Source: an optimization exercise on an open RTL-to-GDS flow (aim: small area, a short achievable clock period and few clock cycles). Production flows keep margins and buffers that such runs may drop.
At most, simulation tests tie the RTL to the original design; equivalence was not proved.
Only the layout flow was run in runs 3 to 7; the RTL was not checked for function there.

## config.mk

```make
export PLATFORM = sky130hd
export DESIGN_NAME = seq_gcd
export DESIGN_NICKNAME = seq_gcd
export VERILOG_FILES = /design/flow/design.v
export SDC_FILE = /design/flow/constraint.sdc
export NUM_CORES = 4
export LEC_CHECK = 0
export CAP_MARGIN = 20
export CORE_MARGIN = 2
export CORE_UTILIZATION = 40
export SLEW_MARGIN = 20
```

## constraint.sdc

```tcl
create_clock -name core_clock -period 80.0 [get_ports {clk}]
set_input_delay 16.0000 -clock core_clock [delete_from_list [all_inputs] [get_ports {clk}]]
set_output_delay 16.0000 -clock core_clock [all_outputs]
set_load 0.01 [all_outputs]
```

## design.v

```verilog
module seq_gcd (
        clk,
        rst_n,
        load_i,
        a_i,
        b_i,
        gcd_o,
        done_o
);
        input wire clk;
        input wire rst_n;
        input wire load_i;
        input wire [31:0] a_i;
        input wire [31:0] b_i;
        output wire [31:0] gcd_o;
        output reg done_o;
        reg [31:0] x, y;
        reg [4:0] k;
        reg busy, rs, h;
        wire xnz = |x;
        wire ynz = |y;
        wire strip = ~x[0] & ~y[0] & xnz & ynz;
        wire caseA = ~x[0] & ynz;
        wire caseC = x[0] & y[0];
        wire add = caseC & (x[1] ^ y[1]);
        wire sub = ~add;
        wire [31:0] yb = {32{sub}} ^ (y & {32{caseC}});
        wire [31:0] xb = ~(x & {32{caseC}});
        wire [32:0] cp, cq;
        wire [31:0] P, Q;
        assign cp[0] = sub;
        assign cq[0] = 1'b1;
        genvar g;
        generate
                for (g = 0; g < 32; g = g + 1) begin : rip
                        assign {cp[g+1], P[g]} = x[g] + yb[g] + cp[g];
                        assign {cq[g+1], Q[g]} = y[g] + xb[g] + cq[g];
                end
        endgenerate
        wire xgty = ~cq[32];
        wire keepy = (caseA & ~strip) | (caseC & xgty);
        wire usep = (caseA & ~strip) | (caseC & (add | xgty));
        wire [32:0] sel = usep ? {add & cp[32], P} : {1'b0, Q};
        wire [31:0] v1 = sel[32:1];
        wire tA = ~strip & ~sel[1] & ~sel[2];
        wire [31:0] v2 = tA ? {2'b0, v1[31:2]} : v1;
        wire tB = ~strip & (tA ? ~sel[3] : ~sel[1]);
        wire [31:0] xn = tB ? {1'b0, v2[31:1]} : v2;
        wire [31:0] yr = keepy ? y : x;
        wire fin = ~strip & ((caseC & sub & ~|P) | ~xnz);
        wire kz = (k == 5'd0);
        always @(posedge clk) begin
                if (~busy) begin
                        x <= a_i;
                        y <= b_i;
                        k <= 5'd0;
                        rs <= 1'b0;
                        h <= 1'b0;
                end else if (rs) begin
                        x <= xn;
                        y <= {y[30:0], 1'b0};
                        k <= k - 5'd1;
                end else begin
                        x <= xn;
                        y <= yr;
                        h <= strip & ~h;
                        if (strip & ~h)
                                k <= k + 5'd1;
                        if (fin & ~kz)
                                rs <= 1'b1;
                end
        end
        always @(posedge clk or negedge rst_n) begin
                if (~rst_n) begin
                        busy <= 1'b0;
                        done_o <= 1'b0;
                end else begin
                        busy <= load_i | (busy & ~done_o);
                        done_o <= busy & ~done_o & (rs ? (k == 5'd1) : (fin & kz));
                end
        end
        assign gcd_o = y;
endmodule
```

## flow/run.sh

```bash
#!/bin/bash
# Standard layout, with every port buffered by a sky130_fd_sc_hd__buf_1 instead of the
# cell buffer_ports picks by default.
set -euo pipefail
export BUFFER_PORTS_ARGS="-buffer_cell sky130_fd_sc_hd__buf_1"
bash standard.sh "BUFFER_PORTS_ARGS=$BUFFER_PORTS_ARGS" finish > standard.log 2>&1
```

## standard.sh

```bash
#!/bin/bash
# synth_recipe.tcl (not shown) runs the flow's synth.tcl, then flattens the netlist and writes it again
# the make line also repeats each setting of config.mk as NAME=value (left out here)
make -C /OpenROAD-flow-scripts/flow DESIGN_CONFIG=/design/flow/config.mk WORK_HOME=/design/flow/orfs CLKGATE_MAP_FILE= SYNTH_SCRIPT=/design/flow/synth_recipe.tcl "${@:-finish}"
```

==> results.tsv, run 1 <==
metric	value	unit
fp-row-count	47	
setup_viol	0	
period_share	21.5	%
io_pins	100	
crit_family	buffers and inverters	
die_h	133	um
placed_area	7200	um^2
clk_latency	350	ps
cts_hold_buffers	0	
synthMuxAreaShare	7.02	%
die_w	133	um
drive_gt1_share	5.01	%
yosys_warnings	1	
synth_xor_area_share	0.767	%
min_period	17230	ps
postLayoutCellArea	7480	um^2
post_cts_buffers	0	
initial_utilization	40.6	%
yosysUniqueCellTypes	64	
yosys.area_share.simple	25.4	%
path_buf_inv	2	
n_antenna_cell	0	
crit_cells	2	
postSynthCellCount	785	
wl_per_cell	21.5	um
max-slew-margin-rel	22.9	%
cp_data_arrival_time	1230	ps
hold_violations	0	
async_flop_share	2.74	%
clockBufferDepth	2	
synth_compound_area_share	13.1	%
die-area	17800	um^2
worstMarginPinSlew	1150	ps
cp_slowest_cell	edfxtp_1	
ys_seq_elements	73	
dp_hpwl	16900	um
ys.flop_type	dfxtp_1	
crit_fanout	38	
area_growth	11.9	%
final_cell_mix	nand2_1, buf_1, inv_1	
coreArea	16500	um^2
cts_sinks	73	
final_antenna_net_count	0	
fin_nets	987	
grt_pass1_wl	36100	um
gp_congestion	0.909	
cpPeakStageDelay	350	ps
drtIter0Drc	811	
synth_edf_count	32	
start_kind	flip-flop	
clkTransAtPathRegs	60	ps
htreeDepth	3	
ys_seq_area_share	26.8	%
slew_viol_final	0	
synth_top_family_by_area	simple AND/OR/NAND/NOR gates	
crit_path_end_kind	output pin	
cts_resized	0	
cts_buffers	9	
rsz0062_at_grt	false	
drc_errors	0	
clock.fmax	58.0	MHz
skew	4.14	ps
grt_usage	26.7	%
portBuffers	99	
via_count	6376	
cts-root-buf	clkbuf_16	
grt_pass1_vias	6162	
antenna_found_initial	1	
maxCapViolCount	0	
min_path_type	flip-flop to flip-flop	
crit_chain	buf_4, buf_1	
critical_path_class	flip-flop to output pin	
synth_fa_ha_area_share	19.3	%
dr.pass1.iters	5	
viasPerCell	5.91	
overflow	0	
finalSetupTns	0	ps
hold-path-cell-count	1	
required	64000	ps
final_util	45.4	%
final_common_cell	nand2_1	
syn_avg_cell_area	8.52	um^2
grt_max_degree	86	
run_status	no timing/DRC/antenna violations	
drt_wl_total	23200	um
cts_tree	built	
syn_area	6690	um^2
rr_worst_depth	40	
[cells in the mapped netlist (all sizes together) (3+ instances only)]
library cell	number	area, um^2
mux2	3	33.8
a221oi	4	35.0
and2	3	18.8
nor2	54	203
a211o	4	35.0
clkbuf	32	120
fa	62	1240
a31oi	5	31.3
inv	69	259
o2bb2ai	3	26.3
o211ai	5	37.5
xor2	4	42.6
buf	22	124
mux2i	39	390
a21oi	55	287
and4	3	26.3
a21o	3	22.5
o21ai	11	70.1
nand2	109	409
nor4	18	119
dfxtp	39	781
nand3	46	230
ha	4	50.1
nor3	15	75.1
nand4	22	138
and3	67	419
a221o	4	40.0
edfxtp	32	961
o221ai	12	105
[sequential cells by signal (all words and copies together), names as in the netlist]
name and flops:
h 1, busy 1, y 32, x 32, done_o 1, k 5, rs 1
[worst paths after layout]
| check | start | to | slack, ps |
|---|---|---|---|
| max in group asynchronous | rst_n | busy | 64440 |
| min in group asynchronous | rst_n | done_o | 15420 |
| hold / removal | done_o | busy | 480 |
| hold reg to reg | done_o | busy | 480 |
| setup / recovery | y[0] | gcd_o[0] | 62770 |
| setup reg to reg | x[0] | x[2] | 63150 |
[per-stage QoR]
step | hold slack [ps] | std cells | setup slack [ps]
floorplan | 457 | 786 | 63510
global placement | 453 | 1063 | 63160
detailed placement | 474 | 1063 | 63140
CTS | 483 | 1079 | 62750
global route | 493 | 1079 | 62550
finish | 483 | 1079 | 62770
[layout make-up]
cell class / instances / area, um^2
Fill cell: 1699 / 8980
Multi-Input combinational cell: 589 / 4410
Sequential cell: 73 / 1790
Timing Repair Buffer: 111 / 462
Tap cell: 220 / 275
Inverter: 70 / 263
Clock buffer: 12 / 236
Clock inverter: 4 / 45.0
[metal layers]
| metal | track usage, % | up-vias | share of wire [%] |
|---|---|---|---|
| li1 | - | 2897 | - |
| met1 | 38.3 | 3081 | 44 |
| met2 | 39.7 | 348 | 44 |
| met3 | 5.18 | 50 | 9.0 |
| met4 | 10.5 | 0 | 3.2 |
| met5 | 0 | - | 0 |
[cell families (layout without fill, tap and decap cells)]
| group | count (synthesis) | in the layout |
|---|---|---|
| other | 1 | 2 |
| adders and majority gates | 66 | 66 |
| muxes | 44 | 44 |
| and+or+nand+nor | 345 | 345 |
| xor gates and xnor gates | 5 | 5 |
| DFF | 73 | 73 |
| buffers and inverters | 124 | 197 |
| AOI/OAI and AO/OA | 127 | 127 |
Testbench counts, summed over its fixed seeds: cycles 52,701.
==> run 2, diff against run 1 <==
--- a/config.mk
+++ b/config.mk
@@ -8,4 +8,5 @@
 export CAP_MARGIN = 20
 export CORE_MARGIN = 2
 export CORE_UTILIZATION = 40
+export CTS_BUF_LIST = sky130_fd_sc_hd__clkbuf_8
 export SLEW_MARGIN = 20
==> run 2 against run 1 <==
  * Critical path depth did not move
  * Die area did not move
  * Still clean
  * Clock skew rose by 4.2 ps
  * Register-to-register slack improved by 20 ps
==> results.tsv, run 2 <==
metric	value	unit
run_status	no timing/DRC/antenna violations	
cts_hold_buffers	0	
critical_path_class	flip-flop to output pin	
wl_met2	10200	um
final_antenna_net_count	0	
highest_layer	met4	
synth_most_common_cell	nand2_1	
n_antenna_cell	0	
maxCapViolCount	0	
min_path_type	flip-flop to flip-flop	
final_common_cell	nand2_1	
crit_path_end	gcd_o[0]	
cts_buffers	9	
die_w	133	um
period_share	21.6	%
portBuffers	99	
cts_resized	0	
ys.flop_type	dfxtp_1	
fp-row-count	47	
ys_seq_elements	73	
initial_utilization	40.6	%
via_count	6385	
required	64000	ps
max-slew-margin-rel	21.3	%
fin_nets	987	
min_period	17270	ps
skew	8.37	ps
ys_seq_area_share	26.8	%
clk_latency	380	ps
die_h	133	um
setup_viol	0	
yosysTopAreaCellShare	18.6	%
worstMarginPinSlew	1180	ps
drive_gt1_share	5.01	%
postSynthCellCount	785	
final_cell_mix	nand2_1, buf_1, inv_1	
grt_pass1_wl	36200	um
postLayoutCellArea	7380	um^2
post_cts_buffers	0	
clock.fmax	57.9	MHz
overflow	0	
cts_tree	built	
syn_area	6690	um^2
coreArea	16500	um^2
dp_hpwl	16900	um
r2r-start	x[0]	
cp_data_arrival_time	1270	ps
synth_commonest_cells	nand2_1, inv_1, and3_1	
drtIter0Drc	745	
rr_worst_depth	40	
clockBufferDepth	2	
wl_per_cell	21.5	um
placed_area	7200	um^2
crit_path_end_kind	output pin	
htreeDepth	3	
yosysUniqueCellTypes	64	
area_growth	10.4	%
ys_top_cells_by_area	fa_1, edfxtp_1, dfxtp_1	
rr_endpoint	x[2]	
clkTransAtPathRegs	80	ps
die-area	17800	um^2
syn_avg_cell_area	8.52	um^2
wl_met3	2080	um
rrSetupSlack	63170	ps
antenna_found_initial	1	
gp_congestion	0.909	
finalSetupTns	0	ps
rsz0062_at_grt	false	
synth_edf_count	32	
drc_errors	0	
synth.largest_area_cell	fa_1	
drt-met1-wl	10100	um
drt_wl_total	23200	um
grt_usage	26.6	%
start_kind	flip-flop	
crit_fanout	38	
slew_viol_final	0	
reg.largest.list	x x32, y x32, k x5	
cts_sinks	73	
io_pins	100	
grt_pass1_vias	6207	
yosys_warnings	1	
async_flop_share	2.74	%
grt_max_degree	86	
viasPerCell	5.92	
dr.pass1.iters	7	
critPathLaunch	y[0]	
cts-root-buf	clkbuf_8	
hold_violations	0	
==> run 2: cell counts after synthesis <==
No cell type changed its count.
==> run 2: stage by stage <==
step | std cells | utilization [%] | hold WS, ps | setup WS, ps
finish | 1079 | 44.8 | 486 | 62730
global route | 1079 | 44.8 | 498 | 62510
CTS | 1079 | 44.8 | 486 | 62720
detailed placement | 1063 | 43.7 | 474 | 63140
global placement | 1063 | 43.7 | 453 | 63160
floorplan | 786 | - | 457 | 63510
==> run 2: worst min-delay path by stage <==
stage,startpoint,to,slack [ps],cells after the start
6_report,done_o,busy,490,1
5_1_grt,done_o,busy,500,1
4_1_cts,done_o,busy,490,1
3_5_place_dp,done_o,busy,470,1
3_3_place_gp,done_o,busy,450,1
2_1_floorplan,h,h,460,2
==> run 2: kinds of logic (layout without fill, tap and decap cells) <==
kind of cell	Yosys count	in the layout	synth area share (%)
buf+inv	124	197	7.58
xor+xnor	5	5	0.767
fa+ha+maj	66	66	19.3
flops	73	73	26.8
other cells	1	2	0.0561
mux	44	44	7.02
compound gates	127	127	13.1
simple gates	345	345	25.4
==> run 2: layout make-up <==
type / count / area [um^2]
flip-flops and latches: 73 / 1790
fillers: 1713 / 9080
clock inverters: 7 / 56.3
inverters: 70 / 263
repair buffers: 111 / 462
well taps: 220 / 275
multi-input cells: 589 / 4410
clock buffers: 9 / 124
==> run 2: routing by layer <==
metal,vias to the layer above,track usage [%]
li1,2903,-
met1,3093,38.1
met2,334,39.5
met3,55,5.44
met4,0,10.5
met5,-,0
==> run 2: worst max-delay path: stages (launching register included) <==
cell	delay, ps
edfxtp_1	350
buf_4	340
buf_1	190
==> run 3, diff against run 2 <==
--- a/design.v
+++ b/design.v
@@ -24,17 +24,20 @@
         wire caseC = x[0] & y[0];
         wire add = caseC & (x[1] ^ y[1]);
         wire sub = ~add;
-        wire [31:0] yb = {32{sub}} ^ (y & {32{caseC}});
-        wire [31:0] xb = ~(x & {32{caseC}});
+        wire [31:0] P;
+        wire [31:0] Q;
         wire [32:0] cp, cq;
-        wire [31:0] P, Q;
         assign cp[0] = sub;
         assign cq[0] = 1'b1;
         genvar g;
         generate
                 for (g = 0; g < 32; g = g + 1) begin : rip
-                        assign {cp[g+1], P[g]} = x[g] + yb[g] + cp[g];
-                        assign {cq[g+1], Q[g]} = y[g] + xb[g] + cq[g];
+                        wire yb = (y[g] & caseC) ^ sub;
+                        wire xb = ~(x[g] & caseC);
+                        assign P[g] = x[g] ^ yb ^ cp[g];
+                        assign cp[g+1] = (x[g] & yb) | (x[g] & cp[g]) | (yb & cp[g]);
+                        assign Q[g] = y[g] ^ xb ^ cq[g];
+                        assign cq[g+1] = (y[g] & xb) | (y[g] & cq[g]) | (xb & cq[g]);
                 end
         endgenerate
         wire xgty = ~cq[32];
@@ -47,7 +50,7 @@
         wire tB = ~strip & (tA ? ~sel[3] : ~sel[1]);
         wire [31:0] xn = tB ? {1'b0, v2[31:1]} : v2;
         wire [31:0] yr = keepy ? y : x;
-        wire fin = ~strip & ((caseC & sub & ~|P) | ~xnz);
+        wire fin = ~strip & ((x == y) | ~xnz);
         wire kz = (k == 5'd0);
         always @(posedge clk) begin
                 if (~busy) begin
--- a/config.mk
+++ b/config.mk
@@ -8,5 +8,4 @@
 export CAP_MARGIN = 20
 export CORE_MARGIN = 2
 export CORE_UTILIZATION = 40
-export CTS_BUF_LIST = sky130_fd_sc_hd__clkbuf_8
 export SLEW_MARGIN = 20
==> run 3 against run 2 <==
  * Clock-buffer cell count grew 1
  * Area after synthesis is 12% higher
  * Critical endpoint is now gcd_o[25]
==> results.tsv, run 3 <==
metric	value	unit
grt_max_degree	80	
setup_viol	0	
overflow	0	
final_cell_mix	buf_1, nand2_1, nor3_1	
dr.pass1.iters	6	
cts_buffers	9	
rr_endpoint	x[2]	
regArea	1790	um^2
cts_sinks	73	
hold_violations	0	
final_cells	1179	
required	64000	ps
synth_most_common_cell	nand2_1	
drt_wl_total	23600	um
rsz0062_at_grt	false	
wl_per_cell	20.0	um
io_pins	100	
placed_area	8000	um^2
r2r-start	y[0]	
min_path_type	flip-flop to flip-flop	
cts_hold_buffers	0	
crit_family	flip-flops	
max-slew-margin-rel	25.3	%
maxCapViolCount	0	
fill_cells	1902	
finalSetupTns	0	ps
yosys_warnings	1	
die_w	141	um
synth_commonest_cells	nand2_1, nor3_1, inv_1	
clkTransAtPathRegs	60	ps
cts_resized	0	
cp_slowest_cell	edfxtp_1	
fp-row-count	50	
gp_congestion	0.844	
async_flop_share	2.74	%
cp_data_arrival_time	1120	ps
rr_worst_depth	43	
synth_edf_count	32	
start_kind	flip-flop	
clock.fmax	58.4	MHz
cpPeakStageDelay	560	ps
antenna_found_initial	0	
multiInputGateArea	5160	um^2
cts_tree	built	
layout_setup_ws	62880	ps
crit_path_end	gcd_o[25]	
viasPerCell	5.93	
min_period	17120	ps
postSynthCellCount	881	
drtIter0Drc	642	
grt_usage	24.6	%
initial_utilization	40.4	%
clk_latency	360	ps
via_count	6991	
dpl.cell_count	1163	
period_share	21.4	%
final_common_cell	buf_1	
crit_chain	buf_1	
syn_avg_cell_area	8.53	um^2
ys.flop_type	dfxtp_1	
die-area	19900	um^2
area_growth	10.5	%
final_antenna_net_count	0	
n_antenna_cell	0	
run_status	no timing/DRC/antenna violations	
worstMarginPinSlew	1120	ps
ys_seq_elements	73	
crit_fanout	6	
clockBufferDepth	2	
fin_nets	1076	
ys_seq_area_share	23.9	%
post_cts_buffers	0	
grt_pass1_wl	38300	um
critical_path_class	flip-flop to output pin	
postLayoutCellArea	8300	um^2
crit_cells	1	
whs	471	ps
yosysUniqueCellTypes	60	
dp_hpwl	16500	um
drc_errors	0	
htreeDepth	3	
yosysTopAreaCellShare	16.5	%
rrSetupSlack	63170	ps
portBuffers	99	
syn_area	7510	um^2
grt_pass1_vias	6832	
die_h	141	um
crit_path_end_kind	output pin	
cts-root-buf	clkbuf_16	
reg.largest.list	x x32, y x32, k x5	
path_buf_inv	1	
synth.largest_area_cell	fa_1	
drive_gt1_share	7.30	%
coreArea	18600	um^2
dp_worst_setup_slack	63130	ps
ys_top_cells_by_area	fa_1, edfxtp_1, dfxtp_1	
skew	7.80	ps
slew_viol_final	0	
critPathLaunch	y[25]	
final_util	44.7	%
-- run 3: cell count changes after synthesis, sizes merged, moves of 15 or more --
cell / delta
xor2: +29
and3: -37
nand4: -16
and2: +29
nand2: -15
nand3: -43
o31ai: +24
a32oi: +26
o221ai: +15
nor3: +61
nor2: +17
-- run 3: area by class of cell --
cell class / count / area share, %
Tap cell: 234 / 3.53
Clock inverter: 6 / 0.709
Timing Repair Buffer: 114 / 5.84
Clock buffer: 10 / 2.76
Inverter: 73 / 3.30
Multi-Input combinational cell: 669 / 62.2
Sequential cell: 73 / 21.6
-- run 3: cell families (layout without fill, tap and decap cells) --
family	Yosys count	after routing	share of synthesized area (%)
AOI/OAI and AO/OA	180	180	19.1
xor gates and xnor gates	37	37	4.41
adders and majority gates	69	69	17.7
buffers and inverters	139	203	7.56
DFF	73	73	23.9
muxes	36	36	5.13
and+or+nand+nor	347	347	22.3
-- run 3: worst min path at each step --
stage	startpoint	to	slack (ps)	depth (start not counted)
2_1_floorplan	k[4]	k[4]	480	2
3_3_place_gp	done_o	done_o	450	1
3_5_place_dp	done_o	done_o	460	1
4_1_cts	done_o	done_o	470	1
5_1_grt	done_o	busy	500	1
6_report	done_o	done_o	470	1
-- run 3: worst reg2reg max path: cells and delay by family, from the launching register on --
family	cells	cell delay, ps
adder cells (fa/ha/maj)	32	13260
AO/OA/AOI/OAI	5	1060
AND/OR/NAND/NOR	2	940
buffers and inverters	4	930
flip-flops	1	490
-- run 3: routing by layer --
layer	vias to the layer above	track usage, %	wire (um)
met2	305	37.2	10600
met4	0	9.89	690
li1	3267	-	-
met5	-	0	0
met3	57	4.18	1700
met1	3362	35.0	10600
==> run 4, diff against run 3 <==
==> run.sh (new file) <==
#!/bin/bash
# synth_recipe.tcl (not shown) runs the flow's synth.tcl, then flattens the netlist and writes it again
# the make line also repeats each setting of config.mk as NAME=value (left out here)
make -C /OpenROAD-flow-scripts/flow DESIGN_CONFIG=/design/flow/config.mk WORK_HOME=/design/flow/orfs CLKGATE_MAP_FILE= SYNTH_SCRIPT=/design/flow/synth_recipe.tcl finish
removed: flow/run.sh
removed: standard.sh
==> run 4 against run 3 <==
  * Still clean
  * Via count is 0.17% lower
  * Die area did not move
  * Cell count about the same
  * Sequential cell count unchanged
  * First-iteration DRC count down 7.5%
==> results.tsv, run 4 <==
metric	value	unit
dpl.cell_count	1162	
final_antenna_net_count	0	
cts_resized	0	
ys.flop_type	dfxtp_1	
crit_chain	clkdlybuf4s50_1	
final_cell_mix	clkdlybuf4s50_1, nand2_1, nor3_1	
start_kind	flip-flop	
fp-row-count	50	
syn_avg_cell_area	8.53	um^2
die-area	19900	um^2
rrSetupSlack	63240	ps
ys_seq_area_share	23.9	%
cts_buffers	9	
cts-root-buf	clkbuf_16	
critical_path_class	flip-flop to output pin	
n_antenna_cell	0	
cp_data_arrival_time	1530	ps
required	64000	ps
drt_wl_total	24100	um
crit_path_end_kind	output pin	
grt_usage	24.9	%
min_path_type	flip-flop to flip-flop	
max-slew-margin-rel	27.0	%
cts_sinks	73	
crit_family	buffers and inverters	
slew_viol_final	0	
dp_hpwl	17100	um
ys_seq_elements	73	
syn_area	7510	um^2
async_flop_share	2.74	%
viasPerCell	5.92	
final_util	48.4	%
whs	465	ps
cpPeakStageDelay	610	ps
hold_violations	0	
period_share	21.9	%
finalSetupTns	0	ps
coreArea	18600	um^2
clockBufferDepth	2	
overflow	0	
portBuffers	99	
placed_area	8620	um^2
area_growth	19.6	%
worstMarginPinSlew	1090	ps
rsz0062_at_grt	false	
dr.pass1.iters	5	
post_cts_buffers	0	
via_count	6979	
reg.largest.list	x x32, y x32, k x5	
die_h	141	um
htreeDepth	3	
setup_viol	0	
drive_gt1_share	7.52	%
final_cells	1178	
maxCapViolCount	0	
rr_worst_depth	43	
fill_cells	1818	
clk_latency	360	ps
synth.largest_area_cell	fa_1	
clock.fmax	57.1	MHz
dp_worst_setup_slack	62860	ps
clkTransAtPathRegs	60	ps
cp_slowest_cell	clkdlybuf4s50_1	
grt_pass1_vias	6970	
cts_tree	built	
synth_most_common_cell	nand2_1	
io_pins	100	
synth_commonest_cells	nand2_1, nor3_1, inv_1	
regArea	1790	um^2
hold-path-cell-count	1	
grt_pass1_wl	39000	um
yosysTopAreaCellShare	16.5	%
crit_cells	1	
multiInputGateArea	5160	um^2
fin_nets	1075	
initial_utilization	40.4	%
ys_top_cells_by_area	fa_1, edfxtp_1, dfxtp_1	
gp_congestion	0.906	
yosysUniqueCellTypes	60	
synth_edf_count	32	
postLayoutCellArea	8990	um^2
crit_fanout	6	
wl_per_cell	20.5	um
layout_setup_ws	62470	ps
postSynthCellCount	881	
cts_hold_buffers	0	
path_buf_inv	1	
die_w	141	um
antenna_found_initial	0	
skew	10.9	ps
drc_errors	0	
min_period	17530	ps
run_status	no timing/DRC/antenna violations	
drtIter0Drc	594	
yosys_warnings	1	
grt_max_degree	80	
final_common_cell	clkdlybuf4s50_1	
## run 4: logic make-up after synthesis
group	count (synthesis)	share of synthesized area (%)
buffers and inverters	139	7.56
flip-flops	73	23.9
adder cells (fa/ha/maj)	69	17.7
XOR/XNOR	37	4.41
AO/OA/AOI/OAI	180	19.1
AND/OR/NAND/NOR	347	22.3
multiplexers	36	5.13
## run 4: layout make-up
type | count | share of cell area, %
clock inverters | 4 | 1.09
repair buffers | 113 | 12.2
flip-flops and latches | 73 | 20.0
multi-input cells | 669 | 57.5
inverters | 73 | 3.05
clock buffers | 12 | 2.97
well taps | 234 | 3.26
## run 4: worst paths after layout
check	start	end
min	done_o	done_o
min reg2reg	done_o	done_o
max	y[7]	gcd_o[7]
max in group asynchronous	rst_n	busy
max reg2reg	y[0]	x[23]
min in group asynchronous	rst_n	done_o
## run 4: metal layers
layer,vias up,global-route usage [%],routed length [um]
li1,3256,-,-
met5,-,0,0
met2,226,39.2,11100
met1,3453,34.9,11100
met4,0,7.89,566
met3,44,4.59,1290
==> run 5, diff against run 4 <==
--- a/design.v
+++ b/design.v
@@ -16,7 +16,7 @@
         output reg done_o;
         reg [31:0] x, y;
         reg [4:0] k;
-        reg busy, rs, h;
+        reg busy, rs;
         wire xnz = |x;
         wire ynz = |y;
         wire strip = ~x[0] & ~y[0] & xnz & ynz;
@@ -41,8 +41,8 @@
                 end
         endgenerate
         wire xgty = ~cq[32];
-        wire keepy = (caseA & ~strip) | (caseC & xgty);
-        wire usep = (caseA & ~strip) | (caseC & (add | xgty));
+        wire keepy = caseA | (caseC & xgty);
+        wire usep = caseA | (caseC & (add | xgty));
         wire [32:0] sel = usep ? {add & cp[32], P} : {1'b0, Q};
         wire [31:0] v1 = sel[32:1];
         wire tA = ~strip & ~sel[1] & ~sel[2];
@@ -50,7 +50,7 @@
         wire tB = ~strip & (tA ? ~sel[3] : ~sel[1]);
         wire [31:0] xn = tB ? {1'b0, v2[31:1]} : v2;
         wire [31:0] yr = keepy ? y : x;
-        wire fin = ~strip & ((x == y) | ~xnz);
+        wire fin = ~strip & ((xn == yr) | (xn == 32'd0));
         wire kz = (k == 5'd0);
         always @(posedge clk) begin
                 if (~busy) begin
@@ -58,16 +58,13 @@
                         y <= b_i;
                         k <= 5'd0;
                         rs <= 1'b0;
-                        h <= 1'b0;
                 end else if (rs) begin
-                        x <= xn;
                         y <= {y[30:0], 1'b0};
                         k <= k - 5'd1;
                 end else begin
                         x <= xn;
-                        y <= yr;
-                        h <= strip & ~h;
-                        if (strip & ~h)
+                        y <= strip ? {1'b0, y[31:1]} : yr;
+                        if (strip)
                                 k <= k + 5'd1;
                         if (fin & ~kz)
                                 rs <= 1'b1;
==> run 5 against run 4 <==
  * Fmax is 5.6% lower
  * Non-clock buffer count increased by 11
  * Cell count increased by 22%
  * Synthesized cell count up 25%
  * Core utilization is 0.74 points lower
  * Largest cell class unchanged
  * Highest routed layer unchanged
  * Die area is 16% higher
  * Clock-buffer cell count decreased by 1
  * Via count increased by 34%
  * Critical endpoint is now done_o
  * Wire length rose by 67%
  * Cell area is 15% higher
  * Still clean on timing, DRC and antenna
==> results.tsv, run 5 <==
metric	value	unit
run_status	no timing/DRC/antenna violations	
final_antenna_net_count	0	
crit_fanout	63	
yosysTopAreaCellShare	14.2	%
postSynthCellCount	1097	
htreeDepth	3	
fp-row-count	54	
via_count	9384	
slew_viol_final	0	
cp_data_arrival_time	18840	ps
viasPerCell	6.54	
clkTransAtPathRegs	70	ps
coreArea	21700	um^2
finalSetupTns	0	ps
async_flop_share	2.78	%
min_period	18570	ps
grt_usage	34.5	%
use_met2	53.1	%
path_common_cell	fa_1	
drive_gt1_share	9.36	%
worstMarginPinSlew	1320	ps
cts_hold_buffers	0	
hold_violations	0	
initial_utilization	40.4	%
min-delay-start	k[4]	
final_cells	1434	
min_path_type	flip-flop to flip-flop	
r2r-start	x[0]	
busiest_layer	met2	
maxCapViolCount	0	
yosysUniqueCellTypes	79	
start_kind	flip-flop	
ys_seq_area_share	20.2	%
ys_seq_elements	72	
n_antenna_cell	0	
grt_pass1_wl	60200	um
syn_area	8760	um^2
placed_area	10000	um^2
clockBufferDepth	2	
synth_most_common_cell	nor2_1	
setup_viol	0	
layout_setup_ws	61430	ps
die_w	152	um
synth.largest_area_cell	fa_1	
clock.fmax	53.9	MHz
area_growth	17.9	%
rsz0062_at_grt	false	
antenna_found_initial	0	
post_cts_buffers	0	
use_met3	7.07	%
drtIter0Drc	1314	
overflow	0	
critPathLaunch	x[0]	
dpl.cell_count	1418	
syn_avg_cell_area	7.98	um^2
dr.pass1.iters	6	
drc_errors	0	
cts_tree	built	
dp_hpwl	30700	um
synth_edf_count	32	
final_util	47.6	%
period_share	23.2	%
portBuffers	99	
clk_latency	350	ps
cts_resized	0	
die-area	23100	um^2
cts_buffers	9	
ys.flop_type	dfxtp_1	
die_h	152	um
yosys_warnings	1	
whs	526	ps
final_cell_mix	nor2_1, a21oi_1, nand2_1	
final_common_cell	nor2_1	
io_pins	100	
cp_slowest_cell	edfxtp_1	
critical_path_class	flip-flop to flip-flop	
required	80270	ps
rrSetupSlack	61430	ps
synth_commonest_cells	nor2_1, a21oi_1, nand2_1	
max-slew-margin-rel	11.6	%
postLayoutCellArea	10300	um^2
cts_sinks	72	
ys_top_cells_by_area	fa_1, edfxtp_1, dfxtp_1	
grt_pass1_vias	9063	
gp_congestion	1.03	
wl_per_cell	28.1	um
cpPeakStageDelay	940	ps
dp_worst_setup_slack	61640	ps
reg.largest.list	x x32, y x32, k x5	
grt_max_degree	72	
met1_usage	46.6	%
fin_nets	1282	
cts-root-buf	clkbuf_16	
crit_path_end_kind	flip-flop	
drt_wl_total	40300	um
skew	6.71	ps
-- run 5: cell count changes in the layout (fill, tap and decap cells not counted), sizes merged, moves of 20 or more --
cell / previous run / this run
nor3: 76 / 23
a21oi: 64 / 134
xnor2: 4 / 41
nand2: 94 / 120
inv: 73 / 16
o31ai: 25 / 5
nor2: 71 / 150
xor2: 33 / 8
a32oi: 26 / 2
o211ai: 4 / 36
a211oi: 3 / 42
-- run 5: cell families after synthesis --
kind of cell | after synthesis | share of synthesized area (%)
multiplexers | 43 | 5.19
AND/OR/NAND/NOR | 411 | 22.9
XOR/XNOR | 49 | 4.90
other | 1 | 0.0428
flip-flops | 72 | 20.2
AO/OA/AOI/OAI | 358 | 27.4
buffers and inverters | 97 | 4.54
adder cells (fa/ha/maj) | 66 | 14.7
-- run 5: final timing paths --
check | endpoint | cells past startpoint
worst max-delay path | done_o | 44
worst min-delay path | k[4] | 2
worst max register to register | done_o | 44
worst min register to register | k[4] | 2
max in group asynchronous | busy | 1
min in group asynchronous | busy | 1
-- run 5: area by class of cell --
type	count	area (um^2)
fill	2207	11400
multi-input combinational	929	6650
tap	280	350
sequential	72	1780
inverter	13	48.8
clock buffer	11	264
timing repair buffer	124	1180
clock inverter	5	67.6
-- run 5: worst max-delay path, delay by kind of cell, from the launching register on --
| kind | cells | cell delay, ps |
|---|---|---|
| compound gates | 8 | 2890 |
| fa+ha+maj | 29 | 12430 |
| buf+inv | 2 | 660 |
| flops | 1 | 940 |
| mux | 1 | 330 |
| simple gates | 4 | 1160 |
-- run 5: per-layer routing --
metal  share of wire, %  vias to the layer above
li1                   -                     4168
met1                 41                     4555
met2                 44                      547
met3                9.8                      114
met4                5.4                        0
met5                  0                        -
==> run 6, diff against run 5 <==
==> design.v (replaced) <==
module seq_gcd (
        clk,
        rst_n,
        load_i,
        a_i,
        b_i,
        gcd_o,
        done_o
);
        input wire clk;
        input wire rst_n;
        input wire load_i;
        input wire [31:0] a_i;
        input wire [31:0] b_i;
        output wire [31:0] gcd_o;
        output reg done_o;
        reg [31:0] x, y;
        reg [4:0] k;
        reg busy, rs, h;
        wire xnz = |x;
        wire ynz = |y;
        wire strip = ~x[0] & ~y[0] & xnz & ynz;
        wire caseA = ~x[0] & ynz;
        wire caseC = x[0] & y[0];
        wire add = caseC & (x[1] ^ y[1]);
        wire sub = ~add;
        localparam L = 24;
        wire [31:0] yb = {32{sub}} ^ (y & {32{caseC}});
        wire [31:0] xb = ~(x & {32{caseC}});
        wire [32:0] cp, cq;
        wire [32:L] cp0, cp1, cq0, cq1;
        wire [31:0] P, Q, P0, P1, Q0, Q1;
        assign cp[0] = sub;
        assign cq[0] = 1'b1;
        assign cp0[L] = 1'b0;
        assign cp1[L] = 1'b1;
        assign cq0[L] = 1'b0;
        assign cq1[L] = 1'b1;
        genvar g;
        generate
                for (g = 0; g < L; g = g + 1) begin : lo
                        assign P[g] = x[g] ^ yb[g] ^ cp[g];
                        assign cp[g+1] = (x[g] & yb[g]) | (x[g] & cp[g]) | (yb[g] & cp[g]);
                        assign Q[g] = y[g] ^ xb[g] ^ cq[g];
                        assign cq[g+1] = (y[g] & xb[g]) | (y[g] & cq[g]) | (xb[g] & cq[g]);
                end
                for (g = L; g < 32; g = g + 1) begin : hi
                        assign P0[g] = x[g] ^ yb[g] ^ cp0[g];
                        assign cp0[g+1] = (x[g] & yb[g]) | (x[g] & cp0[g]) | (yb[g] & cp0[g]);
                        assign P1[g] = x[g] ^ yb[g] ^ cp1[g];
                        assign cp1[g+1] = (x[g] & yb[g]) | (x[g] & cp1[g]) | (yb[g] & cp1[g]);
                        assign Q0[g] = y[g] ^ xb[g] ^ cq0[g];
                        assign cq0[g+1] = (y[g] & xb[g]) | (y[g] & cq0[g]) | (xb[g] & cq0[g]);
                        assign Q1[g] = y[g] ^ xb[g] ^ cq1[g];
                        assign cq1[g+1] = (y[g] & xb[g]) | (y[g] & cq1[g]) | (xb[g] & cq1[g]);
                end
        endgenerate
        assign P[31:L] = cp[L] ? P1[31:L] : P0[31:L];
        assign cp[32] = cp[L] ? cp1[32] : cp0[32];
        assign Q[31:L] = cq[L] ? Q1[31:L] : Q0[31:L];
        assign cq[32] = cq[L] ? cq1[32] : cq0[32];
        wire xgty = ~cq[32];
        wire keepy = (caseA & ~strip) | (caseC & xgty);
        wire usep = (caseA & ~strip) | (caseC & (add | xgty));
        wire [32:0] sel = usep ? {add & cp[32], P} : {1'b0, Q};
        wire [31:0] v1 = sel[32:1];
        wire tA = ~strip & ~sel[1] & ~sel[2];
        wire [31:0] v2 = tA ? {2'b0, v1[31:2]} : v1;
        wire tB = ~strip & (tA ? ~sel[3] : ~sel[1]);
        wire [31:0] xn = tB ? {1'b0, v2[31:1]} : v2;
        wire [31:0] yr = keepy ? y : x;
        wire fin = ~strip & ((x == y) | ~xnz);
        wire kz = (k == 5'd0);
        always @(posedge clk) begin
                if (~busy) begin
                        x <= a_i;
                        y <= b_i;
                        k <= 5'd0;
                        rs <= 1'b0;
                        h <= 1'b0;
                end else if (rs) begin
                        x <= xn;
                        y <= {y[30:0], 1'b0};
                        k <= k - 5'd1;
                end else begin
                        x <= xn;
                        y <= yr;
                        h <= strip & ~h;
                        if (strip & ~h)
                                k <= k + 5'd1;
                        if (fin & ~kz)
                                rs <= 1'b1;
                end
        end
        always @(posedge clk or negedge rst_n) begin
                if (~rst_n) begin
                        busy <= 1'b0;
                        done_o <= 1'b0;
                end else begin
                        busy <= load_i | (busy & ~done_o);
                        done_o <= busy & ~done_o & (rs ? (k == 5'd1) : (fin & kz));
                end
        end
        assign gcd_o = y;
endmodule
==> run 6 against run 5 <==
  * Sequential cell count grew 1
  * Core utilization grew 0.27 points
  * Clock skew shrank 1.3 ps
  * Wire length shrank 46%
  * Critical path type is now flip-flop to output pin
  * Area after synthesis shrank 14%
  * Cell area shrank 14%
  * Global-route usage shrank 12 points
  * Sequential share of layout area grew 2.9 points
  * Still clean on timing, DRC and antenna
  * Critical path depth shrank 43
==> results.tsv, run 6 <==
metric	value	unit
run_status	no timing/DRC/antenna violations	
period_share	22.1	%
maxCapViolCount	0	
max-slew-margin-rel	33.2	%
clock.fmax	56.7	MHz
dpl.cell_count	1166	
portBuffers	99	
yosysTopAreaCellShare	12.7	%
crit_family	flip-flops	
antenna_found_initial	0	
clk_latency	340	ps
cp_slowest_cell	edfxtp_1	
synth_commonest_cells	nor2_1, nand2_1, mux2i_1	
drive_gt1_share	8.76	%
cp_data_arrival_time	1640	ps
via_count	6424	
cts-root-buf	clkbuf_16	
io_pins	100	
min-delay-start	done_o	
rr_worst_depth	36	
rrSetupSlack	66170	ps
r2r-start	y[0]	
die-area	20000	um^2
initial_utilization	40.5	%
dr.pass1.iters	5	
wl_per_cell	18.2	um
n_antenna_cell	0	
syn_avg_cell_area	8.62	um^2
area_growth	18.2	%
drt_wl_total	21600	um
drc_errors	0	
path_buf_inv	1	
viasPerCell	5.43	
skew	5.38	ps
die_w	141	um
drt-met1-wl	10200	um
clockBufferDepth	2	
start_kind	flip-flop	
worstMarginPinSlew	1000	ps
min_path_type	flip-flop to flip-flop	
wl_met3	1150	um
rr_endpoint	x[19]	
slew_viol_final	0	
critical_path_class	flip-flop to output pin	
setup_viol	0	
post_cts_buffers	0	
coreArea	18600	um^2
crit_path_end_kind	output pin	
clkTransAtPathRegs	60	ps
final_cells	1182	
cts_sinks	73	
overflow	0	
ys.flop_type	dfxtp_1	
ys_seq_area_share	23.7	%
cts_buffers	9	
fp-row-count	50	
synth_edf_count	32	
die_h	141	um
fin_nets	1081	
crit_cells	1	
ys_seq_elements	73	
postSynthCellCount	876	
dp_hpwl	16100	um
crit_chain	clkdlybuf4s50_1	
hold-path-cell-count	1	
highest_layer	met4	
cts_resized	0	
syn_area	7550	um^2
wl_met2	9970	um
yosysUniqueCellTypes	69	
grt_max_degree	66	
reg.largest.list	x x32, y x32, k x5	
drtIter0Drc	434	
synth.largest_area_cell	edfxtp_1	
htreeDepth	3	
final_cell_mix	nor2_1, clkdlybuf4s50_1, nand2_1	
cts_hold_buffers	0	
synth_most_common_cell	nor2_1	
grt_pass1_wl	34900	um
required	64000	ps
final_antenna_net_count	0	
min_period	17640	ps
gp_congestion	0.921	
hold_path_end	done_o	
grt_usage	22.3	%
grt_pass1_vias	6493	
crit_fanout	8	
rsz0062_at_grt	false	
final_util	47.9	%
finalSetupTns	0	ps
async_flop_share	2.74	%
hold_violations	0	
final_common_cell	nor2_1	
yosys_warnings	1	
ys_top_cells_by_area	edfxtp_1, fa_1, dfxtp_1	
cts_tree	built	
cpPeakStageDelay	660	ps
-- run 6: layout make-up --
type	count	area [um^2]
fillers	1817	9710
multi-input cells	688	5270
flip-flops and latches	73	1800
repair buffers	108	1060
well taps	234	293
clock buffers	13	260
inverters	63	236
clock inverters	3	15.0
-- run 6: per-layer routing --
metal  vias to the layer above  GRT usage (%)
li1                       3152              -
met3                        21           3.41
met4                         0           5.63
met5                         -              0
met1                      3058           31.5
met2                       193           35.8
-- run 6: cells by family after synthesis --
| group | count (synthesis) | share of synthesized area (%) |
|---|---|---|
| simple gates | 324 | 20.0 |
| compound gates | 123 | 10.4 |
| buf+inv | 115 | 6.56 |
| mux | 114 | 16.1 |
| flops | 73 | 23.7 |
| fa+ha+maj | 71 | 16.3 |
| xor+xnor | 56 | 6.99 |
-- run 6: worst register-to-register path, delay by kind of cell (launching register included) --
kind                       cells  cell delay (ps)
buffers and inverters          3              690
AOI/OAI and AO/OA              3              840
and+or+nand+nor                4             1240
adders and majority gates     23             9530
muxes                          3              900
DFF                            1              500
-- run 6: through the flow --
step	area [um^2]	hold slack [ps]	setup WS [ps]
final	8930	462	62360
after global routing	8930	487	62290
after CTS	8930	464	62330
after detailed placement	8650	457	62710
after global placement	8650	448	62690
after floorplan	7550	495	63510
-- run 6: worst max path at each step --
stage / start / to / slack [ps]
final: y[1] / gcd_o[1] / 62360
after CTS: y[1] / gcd_o[1] / 62330
after global routing: y[1] / gcd_o[1] / 62290
after floorplan: y[2] / gcd_o[2] / 63510
after detailed placement: y[1] / gcd_o[1] / 62710
after global placement: y[1] / gcd_o[1] / 62690
==> run 7, diff against run 6 <==
==> design.v (replaced) <==
module seq_gcd (
        clk,
        rst_n,
        load_i,
        a_i,
        b_i,
        gcd_o,
        done_o
);
        input wire clk;
        input wire rst_n;
        input wire load_i;
        input wire [31:0] a_i;
        input wire [31:0] b_i;
        output wire [31:0] gcd_o;
        output reg done_o;
        reg [31:0] a_q;
        reg [31:0] b_q;
        wire [31:0] a_muxed;
        wire [31:0] b_muxed;
        reg CS;
        reg NS;
        reg load_int;
        always @(posedge clk or negedge rst_n) begin : proc_seq
                if (~rst_n) begin
                        a_q <= 0;
                        b_q <= 0;
                end
                else begin
                        a_q <= a_muxed;
                        b_q <= b_muxed;
                end
        end
        assign gcd_o = a_q;
        assign a_muxed = (load_int ? a_i : b_q);
        assign b_muxed = (load_int ? b_i : a_q % b_q);
        always @(posedge clk or negedge rst_n) begin : proc_update_state
                if (~rst_n)
                        CS <= 1'd0;
                else
                        CS <= NS;
        end
        always @(*) begin : proc_compute_NS
                load_int = 1'b0;
                done_o = 1'b0;
                case (CS)
                        1'd0: begin
                                done_o = 1'b0;
                                load_int = load_i;
                                if (load_i)
                                        NS = 1'd1;
                                else
                                        NS = 1'd0;
                        end
                        1'd1: begin
                                load_int = 1'b0;
                                done_o = b_q == 0;
                                if (b_q == 0)
                                        NS = 1'd0;
                                else
                                        NS = 1'd1;
                        end
                endcase
        end
endmodule
==> run 7 against run 6 <==
  * Cell area grew to 4.1 times the previous value
  * Fmax fell by 77%
  * Via count increased to 6.0 times the previous value
  * Clock skew rose by 20 ps
  * Cell count grew to 5.0 times the previous value
==> results.tsv, run 7 <==
metric	value	unit
grt_pass1_wl	219000	um
synth_edf_count	0	
cp_slowest_cell	or4_1	
cpPeakStageDelay	710	ps
period_share	95.2	%
fp-row-count	104	
critical_path_class	flip-flop to flip-flop	
cp_data_arrival_time	76490	ps
hold_violations	0	
initial_utilization	40.5	%
synth.largest_area_cell	ha_1	
path_common_cell	ha_1	
grt_pass1_vias	34800	
setup_viol	0	
synth_most_common_cell	ha_1	
cts_hold_buffers	0	
crit_fanout	30	
skew	25.5	ps
syn_avg_cell_area	6.93	um^2
clkTransAtPathRegs	80	ps
yosysTopAreaCellShare	20.2	%
postSynthCellCount	4724	
overflow	0	
cts_sinks	65	
clock.fmax	13.1	MHz
reg.largest.list	a_q x32, b_q x32, CS x1	
drtIter0Drc	4166	
crit_path_end_kind	flip-flop	
final_cell_mix	ha_1, nor2_1, nand2_1	
cts_buffers	9	
slew_viol_final	0	
cts_tree	built	
ys.flop_type	dfrtp_1	
fin_nets	5417	
max-slew-margin-rel	25.3	%
clockBufferDepth	2	
ys_seq_area_share	4.97	%
grt_max_degree	84	
drc_errors	0	
dr.pass1.iters	7	
final_antenna_net_count	0	
ys_seq_elements	65	
htreeDepth	3	
min_period	76150	ps
clk_latency	410	ps
synth_commonest_cells	ha_1, nor2_1, nand2_1	
ys_top_cells_by_area	ha_1, a21oi_1, xnor2_1	
finalSetupTns	0	ps
die_w	290	um
drive_gt1_share	8.56	%
syn_area	32700	um^2
min_path_type	flip-flop to flip-flop	
antenna_found_initial	2	
cts-root-buf	clkbuf_16	
area_growth	11.0	%
via_count	38200	
die_h	290	um
viasPerCell	6.50	
fill_cells	8390	
dp_hpwl	117000	um
grt_usage	33.6	%
portBuffers	99	
start_kind	flip-flop	
final_common_cell	ha_1	
gp_congestion	1.08	
drt_wl_total	148000	um
yosysUniqueCellTypes	92	
coreArea	80800	um^2
run_status	no timing/DRC/antenna violations	
die-area	84100	um^2
wl_per_cell	25.2	um
yosys_warnings	1	
worstMarginPinSlew	1120	ps
required	80350	ps
io_pins	100	
async_flop_share	100	%
maxCapViolCount	0	
[run 7: changes by cell type after synthesis, sizes merged, moves of 109 or more]
cell	delta
o21a	+118
a21oi	+358
nand2	+408
nor2	+360
o21ai	+290
nand3	+109
a21o	+206
inv	+135
ha	+504
nor3	+119
xnor2	+203
xor2	+112
[run 7: what timing repair did]
action / 4_1_cts / 5_1_grt
pin swaps: 0 / 7
resized for setup: 6 / 87
buffers inserted: 0 / 10
endpoints found under the setup margin: 32 / 32
gates cloned: 0 / 1
[run 7: cell families after synthesis]
kind of cell,count (synthesis),synth area share [%]
AO/OA/AOI/OAI,1643,33.7
XOR/XNOR,369,9.88
adder cells (fa/ha/maj),530,20.3
buffers and inverters,354,4.09
flip-flops,65,4.97
multiplexers,97,3.18
AND/OR/NAND/NOR,1666,23.9
[run 7: worst max-delay path, delay by kind of cell, from the launching register on]
family | cells | cell delay [ps]
AOI/OAI and AO/OA | 159 | 43200
xor gates and xnor gates | 1 | 150
buffers and inverters | 14 | 3100
adders and majority gates | 31 | 10790
muxes | 7 | 2310
DFF | 1 | 550
and+or+nand+nor | 67 | 15810
[run 7: metal layers]
layer  GRT usage (%)  vias to the layer above  share of wire (%)
met5               0                        -                  0
met4            13.8                        0                4.6
met3            5.45                      375                9.7
met2            51.6                     1980                 42
met1            46.4                    18000                 44
li1                -                    17900                  -
[run 7: final timing paths]
kind	start	to	slack, ps	cells past startpoint
worst max register to register	b_q[18]	b_q[31]	3850	279
worst min-delay path	CS	CS	590	2
max in group asynchronous	rst_n	b_q[23]	63360	2
worst min register to register	CS	CS	590	2
min in group asynchronous	rst_n	a_q[24]	15510	1
worst max-delay path	b_q[18]	b_q[31]	3850	279
[run 7: cell type report]
cell class / count / area [um^2] / area share (%)
tap: 1060 / 1330 / 3.65
sequential: 65 / 1630 / 4.48
clock inverter: 7 / 85.1 / 0.234
antenna: 1 / 2.50 / 0.00689
inverter: 198 / 743 / 2.05
clock buffer: 9 / 225 / 0.620
timing repair buffer: 240 / 2080 / 5.73
multi-input combinational: 4306 / 30200 / 83.2
[run 7: through the flow]
| stage | setup slack, ps | instance area (um^2) | instances | util, % | hold WS [ps] |
|---|---|---|---|---|---|
| after floorplan | 9070 | 32700 | 4724 | - | 485 |
| after global placement | -528 | 35500 | 5857 | 44.0 | 568 |
| after detailed placement | -998 | 35600 | 5858 | 44.0 | 574 |
| after CTS | 140 | 35900 | 5874 | 44.4 | 591 |
| after global routing | -195 | 36300 | 5885 | 45.0 | 642 |
| final | 3850 | 36300 | 5886 | 45.0 | 593 |
==> run 8, diff against run 7 <==
==> design.v (replaced) <==
module seq_gcd (
        clk,
        rst_n,
        load_i,
        a_i,
        b_i,
        gcd_o,
        done_o
);
        input wire clk;
        input wire rst_n;
        input wire load_i;
        input wire [31:0] a_i;
        input wire [31:0] b_i;
        output wire [31:0] gcd_o;
        output reg done_o;
        reg [32:0] x;
        reg [31:0] y;
        reg [4:0] k;
        reg busy, rs, h;
        wire xs = x[32];
        wire xnz = |x;
        wire ynz = |y;
        wire strip = ~x[0] & ~y[0] & xnz & ynz;
        wire caseA = ~x[0] & ynz;
        wire caseC = x[0] & y[0];
        wire xoff = strip | ~(caseA | caseC);
        wire yoff = caseA & ~strip;
        wire inv = caseC & ~xs;
        wire [32:0] xg = x & {33{~xoff}};
        wire [32:0] yg = {1'b0, y & {32{~yoff}}} ^ {33{inv}};
        wire [17:0] c;
        wire [32:0] s;
        assign c[0] = inv;
        assign {c[1], s[1:0]} = xg[1:0] + yg[1:0] + c[0];
        assign {c[2], s[3:2]} = xg[3:2] + yg[3:2] + c[1];
        assign {c[3], s[5:4]} = xg[5:4] + yg[5:4] + c[2];
        assign {c[4], s[7:6]} = xg[7:6] + yg[7:6] + c[3];
        assign {c[5], s[9:8]} = xg[9:8] + yg[9:8] + c[4];
        assign {c[6], s[11:10]} = xg[11:10] + yg[11:10] + c[5];
        assign {c[7], s[13:12]} = xg[13:12] + yg[13:12] + c[6];
        assign {c[8], s[15:14]} = xg[15:14] + yg[15:14] + c[7];
        assign {c[9], s[17:16]} = xg[17:16] + yg[17:16] + c[8];
        assign {c[10], s[19:18]} = xg[19:18] + yg[19:18] + c[9];
        assign {c[11], s[21:20]} = xg[21:20] + yg[21:20] + c[10];
        assign {c[12], s[23:22]} = xg[23:22] + yg[23:22] + c[11];
        assign {c[13], s[25:24]} = xg[25:24] + yg[25:24] + c[12];
        assign {c[14], s[27:26]} = xg[27:26] + yg[27:26] + c[13];
        assign {c[15], s[29:28]} = xg[29:28] + yg[29:28] + c[14];
        assign {c[16], s[31:30]} = xg[31:30] + yg[31:30] + c[15];
        assign {c[17], s[32:32]} = xg[32:32] + yg[32:32] + c[16];
        wire [32:0] v1 = {s[32], s[32:1]};
        wire tA = ~strip & ~s[1] & ~s[2];
        wire [32:0] v2 = tA ? {{2{s[32]}}, v1[32:2]} : v1;
        wire tB = ~strip & (tA ? ~s[3] : ~s[1]);
        wire [32:0] xn = tB ? {v2[32], v2[32:1]} : v2;
        wire [31:0] xa = {x[31:1] ^ {31{xs}}, x[0]};
        wire keepy = yoff | (caseC & (s[32] == xs));
        wire [31:0] yr = keepy ? y : xa;
        wire fin = ~strip & ((caseC & ~|s) | ~xnz);
        wire kz = (k == 5'd0);
        always @(posedge clk) begin
                if (~busy) begin
                        x <= {1'b0, a_i};
                        y <= b_i;
                        k <= 5'd0;
                        rs <= 1'b0;
                        h <= 1'b0;
                end else if (rs) begin
                        x <= xn;
                        y <= {y[30:0], 1'b0};
                        k <= k - 5'd1;
                end else begin
                        x <= xn;
                        y <= yr;
                        h <= strip & ~h;
                        if (strip & ~h)
                                k <= k + 5'd1;
                        if (fin & ~kz)
                                rs <= 1'b1;
                end
        end
        always @(posedge clk or negedge rst_n) begin
                if (~rst_n) begin
                        busy <= 1'b0;
                        done_o <= 1'b0;
                end else begin
                        busy <= load_i | (busy & ~done_o);
                        done_o <= busy & ~done_o & (rs ? (k == 5'd1) : (fin & kz));
                end
        end
        assign gcd_o = y;
endmodule
==> flow/run.sh (new file) <==
#!/bin/bash
# Standard layout, with every port buffered by a sky130_fd_sc_hd__buf_1 instead of the
# cell buffer_ports picks by default.
set -euo pipefail
export BUFFER_PORTS_ARGS="-buffer_cell sky130_fd_sc_hd__buf_1"
bash standard.sh "BUFFER_PORTS_ARGS=$BUFFER_PORTS_ARGS" finish > standard.log 2>&1
==> standard.sh (new file) <==
#!/bin/bash
# synth_recipe.tcl (not shown) runs the flow's synth.tcl, then flattens the netlist and writes it again
# the make line also repeats each setting of config.mk as NAME=value (left out here)
make -C /OpenROAD-flow-scripts/flow DESIGN_CONFIG=/design/flow/config.mk WORK_HOME=/design/flow/orfs CLKGATE_MAP_FILE= SYNTH_SCRIPT=/design/flow/synth_recipe.tcl "${@:-finish}"
removed: run.sh
==> run 8 against run 7 <==
  * Non-clock buffer count down 133
  * Sequential share of layout area up 23 points
  * Worst hold slack worse by 60 ps
  * Critical path type is now flip-flop to output pin
  * Largest cell class unchanged
==> results.tsv, run 8 <==
metric	value	unit
critical_path_class	flip-flop to output pin	
coreArea	14500	um^2
largest_register_ffs	33	
clkTransAtPathRegs	60	ps
clk_latency	340	ps
area_growth	12.9	%
hold_path_end	h	
rr_worst_depth	45	
syn_avg_cell_area	8.64	um^2
die_h	126	um
syn_area	5930	um^2
fp-row-count	44	
synth_edf_count	32	
yosysUniqueCellTypes	54	
ys.flop_type	dfxtp_1	
cpPeakStageDelay	570	ps
path_buf_inv	1	
slew_viol_final	0	
crit_family	flip-flops	
dr.pass1.iters	5	
final_antenna_net_count	0	
max-slew-margin-rel	32.9	%
via_count	5057	
drt_wl_total	16300	um
die-area	15800	um^2
cts_tree	built	
final_common_cell	buf_1	
grt_pass1_vias	4831	
portBuffers	99	
start_kind	flip-flop	
synth_most_common_cell	nor2_1	
skew	9.64	ps
initial_utilization	40.8	%
grt_max_degree	78	
io_pins	100	
hold_violations	0	
async_flop_share	2.70	%
maxCapViolCount	0	
cts-root-buf	clkbuf_16	
r2r-start	y[4]	
final_cells	942	
cts_hold_buffers	0	
rr_endpoint	done_o	
synth.largest_area_cell	edfxtp_1	
hold-path-cell-count	2	
gp_congestion	0.887	
min-delay-start	h	
die_w	126	um
crit_fanout	9	
yosysTopAreaCellShare	16.2	%
antenna_found_initial	0	
overflow	0	
run_status	no timing/DRC/antenna violations	
ys_seq_area_share	30.5	%
ys_top_cells_by_area	edfxtp_1, dfxtp_1, fa_1	
required	64000	ps
wl_per_cell	17.3	um
dpl.cell_count	926	
min_path_type	flip-flop to flip-flop	
worstMarginPinSlew	1010	ps
cp_data_arrival_time	1100	ps
drc_errors	0	
yosys_warnings	1	
clockBufferDepth	2	
clock.fmax	58.5	MHz
grt_pass1_wl	26500	um
reg.largest.list	x x33, y x32, k x5	
drtIter0Drc	452	
setup_viol	0	
dp_hpwl	12200	um
cts_resized	0	
synth_commonest_cells	nor2_1, a21oi_1, nand2_1	
fin_nets	855	
cts_buffers	9	
grt_usage	21.1	%
post_cts_buffers	0	
ys_seq_elements	74	
finalSetupTns	0	ps
final_cell_mix	buf_1, nor2_1, a21oi_1	
crit_chain	buf_1	
rrSetupSlack	63320	ps
postSynthCellCount	687	
regMostFlops	x	
cts_sinks	74	
cp_slowest_cell	edfxtp_1	
crit_path_end_kind	output pin	
drive_gt1_share	9.10	%
htreeDepth	3	
n_antenna_cell	0	
rsz0062_at_grt	false	
viasPerCell	5.37	
period_share	21.4	%
min_period	17100	ps
==> run 8: cell count changes after synthesis, sizes merged, moves of 145 or more <==
cell	change
nand2	-408
a21oi	-322
ha	-525
xnor2	-194
o21ai	-269
a21o	-208
nor3	-145
nor2	-406
inv	-187
==> run 8: area by class of cell <==
cell class | instances | area (um^2)
clock buffer | 13 | 282
clock inverter | 3 | 17.5
fill | 1460 | 7830
inverter | 11 | 41.3
multi-input combinational | 550 | 3880
sequential | 74 | 1820
tap | 184 | 230
timing repair buffer | 107 | 432
==> run 8: through the flow <==
step	util [%]	worst slack [ps]	hold slack, ps	instance area [um^2]
floorplan	-	63500	465	5930
global route	46.1	62810	596	6700
detailed placement	44.0	63240	530	6400
CTS	46.1	62870	537	6700
finish	46.1	62900	533	6700
global placement	44.0	63250	489	6400
==> run 8: worst max path at each step <==
stage | startpoint | end | slack [ps] | depth (start not counted)
finish | y[0] | gcd_o[0] | 62900 | 1
global route | x[32] | done_o | 62810 | 44
CTS | y[0] | gcd_o[0] | 62870 | 1
detailed placement | y[0] | gcd_o[0] | 63240 | 1
global placement | y[0] | gcd_o[0] | 63250 | 1
floorplan | y[0] | gcd_o[0] | 63500 | 0
==> run 8: kinds of logic (layout without fill, tap and decap cells) <==
logic type | count (synthesis) | after routing | synth area share (%)
multiplexers | 60 | 60 | 10.9
XOR/XNOR | 66 | 66 | 9.74
AND/OR/NAND/NOR | 249 | 249 | 19.9
AO/OA/AOI/OAI | 140 | 140 | 13.2
buffers and inverters | 63 | 134 | 4.39
adder cells (fa/ha/maj) | 35 | 35 | 11.3
flip-flops | 74 | 74 | 30.5
==> run 8: metal layers <==
layer  share of wire (%)  up-vias  global-route usage [%]
met4                 2.6        0                    8.73
met5                   0        -                       0
met1                  50     2376                    32.5
met2                  42      170                    29.7
li1                    -     2485                       -
met3                 5.6       26                    2.85
Testbench counts of run 8, summed over its fixed seeds: cycles 55,907.
==> run 9, diff against run 8 <==
--- a/config.mk
+++ b/config.mk
@@ -8,4 +8,5 @@
 export CAP_MARGIN = 20
 export CORE_MARGIN = 2
 export CORE_UTILIZATION = 40
+export CTS_BUF_LIST = sky130_fd_sc_hd__clkbuf_8
 export SLEW_MARGIN = 20
==> run 9 against run 8 <==
  * Fmax is 0.28% lower
  * Non-clock buffer count unchanged
  * Worst setup slack lost 47 ps
  * Register-to-register slack about the same
  * First-iteration DRC count is 1.5% lower
  * Critical path type unchanged
  * Area after synthesis did not move
  * Critical endpoint unchanged
  * Still clean on timing, DRC and antenna
==> results.tsv, run 9 <==
metric	value	unit
drt_wl_total	16300	um
rsz0062_at_grt	false	
cts_sinks	74	
die-area	15800	um^2
final_antenna_net_count	0	
fill_cells	1475	
maxCapViolCount	0	
synth_edf_count	32	
postSynthCellCount	687	
ys_seq_area_share	30.5	%
async_flop_share	2.70	%
reg.largest.list	x x33, y x32, k x5	
hold_violations	0	
synth.largest_area_cell	edfxtp_1	
cts-root-buf	clkbuf_8	
die_w	126	um
area_growth	11.3	%
largest_register_ffs	33	
finalSetupTns	0	ps
synth_most_common_cell	nor2_1	
cts_buffers	9	
clkTransAtPathRegs	90	ps
synth_commonest_cells	nor2_1, a21oi_1, nand2_1	
die_h	126	um
crit_path_end_kind	output pin	
cpPeakStageDelay	590	ps
dp_hpwl	12200	um
io_pins	100	
crit_chain	buf_1	
yosysUniqueCellTypes	54	
drc_errors	0	
grt_pass1_wl	26600	um
required	64000	ps
clock.fmax	58.3	MHz
drtIter0Drc	445	
cp_slowest_cell	edfxtp_1	
regMostFlops	x	
portBuffers	99	
initial_utilization	40.8	%
cts_tree	built	
via_count	5063	
postLayoutCellArea	6600	um^2
critical_path_class	flip-flop to output pin	
min_path_type	flip-flop to flip-flop	
min_period	17150	ps
viasPerCell	5.37	
grt_max_degree	78	
ys_top_cells_by_area	edfxtp_1, dfxtp_1, fa_1	
cts_resized	0	
critPathLaunch	y[0]	
start_kind	flip-flop	
syn_area	5930	um^2
max-slew-margin-rel	33.7	%
ys_seq_elements	74	
crit_fanout	9	
worstMarginPinSlew	994	ps
path_buf_inv	1	
yosys_warnings	1	
yosysTopAreaCellShare	16.2	%
crit_family	flip-flops	
syn_avg_cell_area	8.64	um^2
coreArea	14500	um^2
cp_data_arrival_time	1150	ps
final_cells	942	
final_cell_mix	buf_1, nor2_1, a21oi_1	
run_status	no timing/DRC/antenna violations	
fp-row-count	44	
cts_hold_buffers	0	
htreeDepth	3	
clk_latency	370	ps
fin_nets	855	
n_antenna_cell	0	
period_share	21.4	%
dr.pass1.iters	5	
antenna_found_initial	0	
skew	14.4	ps
min-delay-start	h	
gp_congestion	0.887	
final_common_cell	buf_1	
setup_viol	0	
slew_viol_final	0	
post_cts_buffers	0	
dpl.cell_count	926	
overflow	0	
placed_area	6400	um^2
ys.flop_type	dfxtp_1	
grt_pass1_vias	4827	
final_util	45.4	%
grt_usage	21.1	%
wl_per_cell	17.3	um
drive_gt1_share	9.10	%
clockBufferDepth	2	
r2r-start	y[4]	
## run 9: cell families after synthesis
logic type,count (synthesis),synth area share [%]
and+or+nand+nor,249,19.9
buffers and inverters,63,4.39
adders and majority gates,35,11.3
DFF,74,30.5
AOI/OAI and AO/OA,140,13.2
muxes,60,10.9
xor gates and xnor gates,66,9.74
## run 9: routing by layer
layer  vias to the layer above  global-route usage, %  part of all wire [%]
li1                       2481                      -                     -
met1                      2397                   32.6                    50
met2                       158                   29.4                    41
met3                        27                   2.97                   5.7
met4                         0                   8.73                   2.7
met5                         -                      0                     0
## run 9: area by class of cell
type	count	area (um^2)	area share, %
multi-input combinational	550	3880	58.8
sequential	74	1820	27.5
tap	184	230	3.49
clock inverter	5	51.3	0.777
clock buffer	11	151	2.29
inverter	11	41.3	0.625
timing repair buffer	107	432	6.54
## run 9: worst paths after layout
check | endpoint | slack [ps] | cells past startpoint
min reg2reg | h | 540 | 2
max | gcd_o[0] | 62850 | 1
max reg2reg | done_o | 63310 | 45
min in group asynchronous | busy | 15400 | 1
max in group asynchronous | busy | 64470 | 1
min | h | 540 | 2
## run 9: metrics by stage
step | hold slack (ps) | setup slack (ps)
2_1_floorplan | 465 | 63500
3_3_place_gp | 489 | 63250
3_5_place_dp | 530 | 63240
4_1_cts | 541 | 62830
5_1_grt | 600 | 62810
6_report | 535 | 62850

## afterwards: timing with drivers on the ports
How much do the figures lean on ideal ports? The routed layouts below were timed once more, with nothing changed but the port constraints. Step 1 (the two cells are an assumption about what drives the block):
set clk [get_ports {clk}]
set_driving_cell -lib_cell sky130_fd_sc_hd__clkbuf_16 $clk
set_driving_cell -lib_cell sky130_fd_sc_hd__buf_2 [delete_from_list [all_inputs] $clk]
Step 2 moves the port delays by t, midway between the first and last clock arrival at a register: inputs arrive t later, outputs are due t later. That takes back most of the time a late clock gives input paths. a / b / c = no drivers / after step 1 / after step 2; a / b = the first two.
run | shift t [ns] | slack for setup (ns) | worst setup path at the end | pins driven straight from the clock port
run 1 | 0.394 | 62.767 / 62.726 / 63.119 | register to output | 1
run 2 | 0.414 | 62.730 / 62.694 / 63.108 | register to output | 1
run 3 | 0.403 | 62.881 / 62.836 / 63.167 | register to register | 1
run 4 | 0.399 | 62.472 / 62.426 / 62.825 | register to output | 1
run 5 | 0.398 | 61.432 / 61.432 / 61.432 | register to register | 1
run 6 | 0.385 | 62.359 / 62.314 / 62.699 | register to output | 1
run 7 | 0.459 | 3.855 / 3.855 / 3.855 | register to register | 1
run 8 | 0.375 | 62.900 / 62.863 / 63.238 | register to output | 1
run 9 | 0.400 | 62.852 / 62.819 / 63.220 | register to output | 1
After both steps every run listed still meets setup and hold.
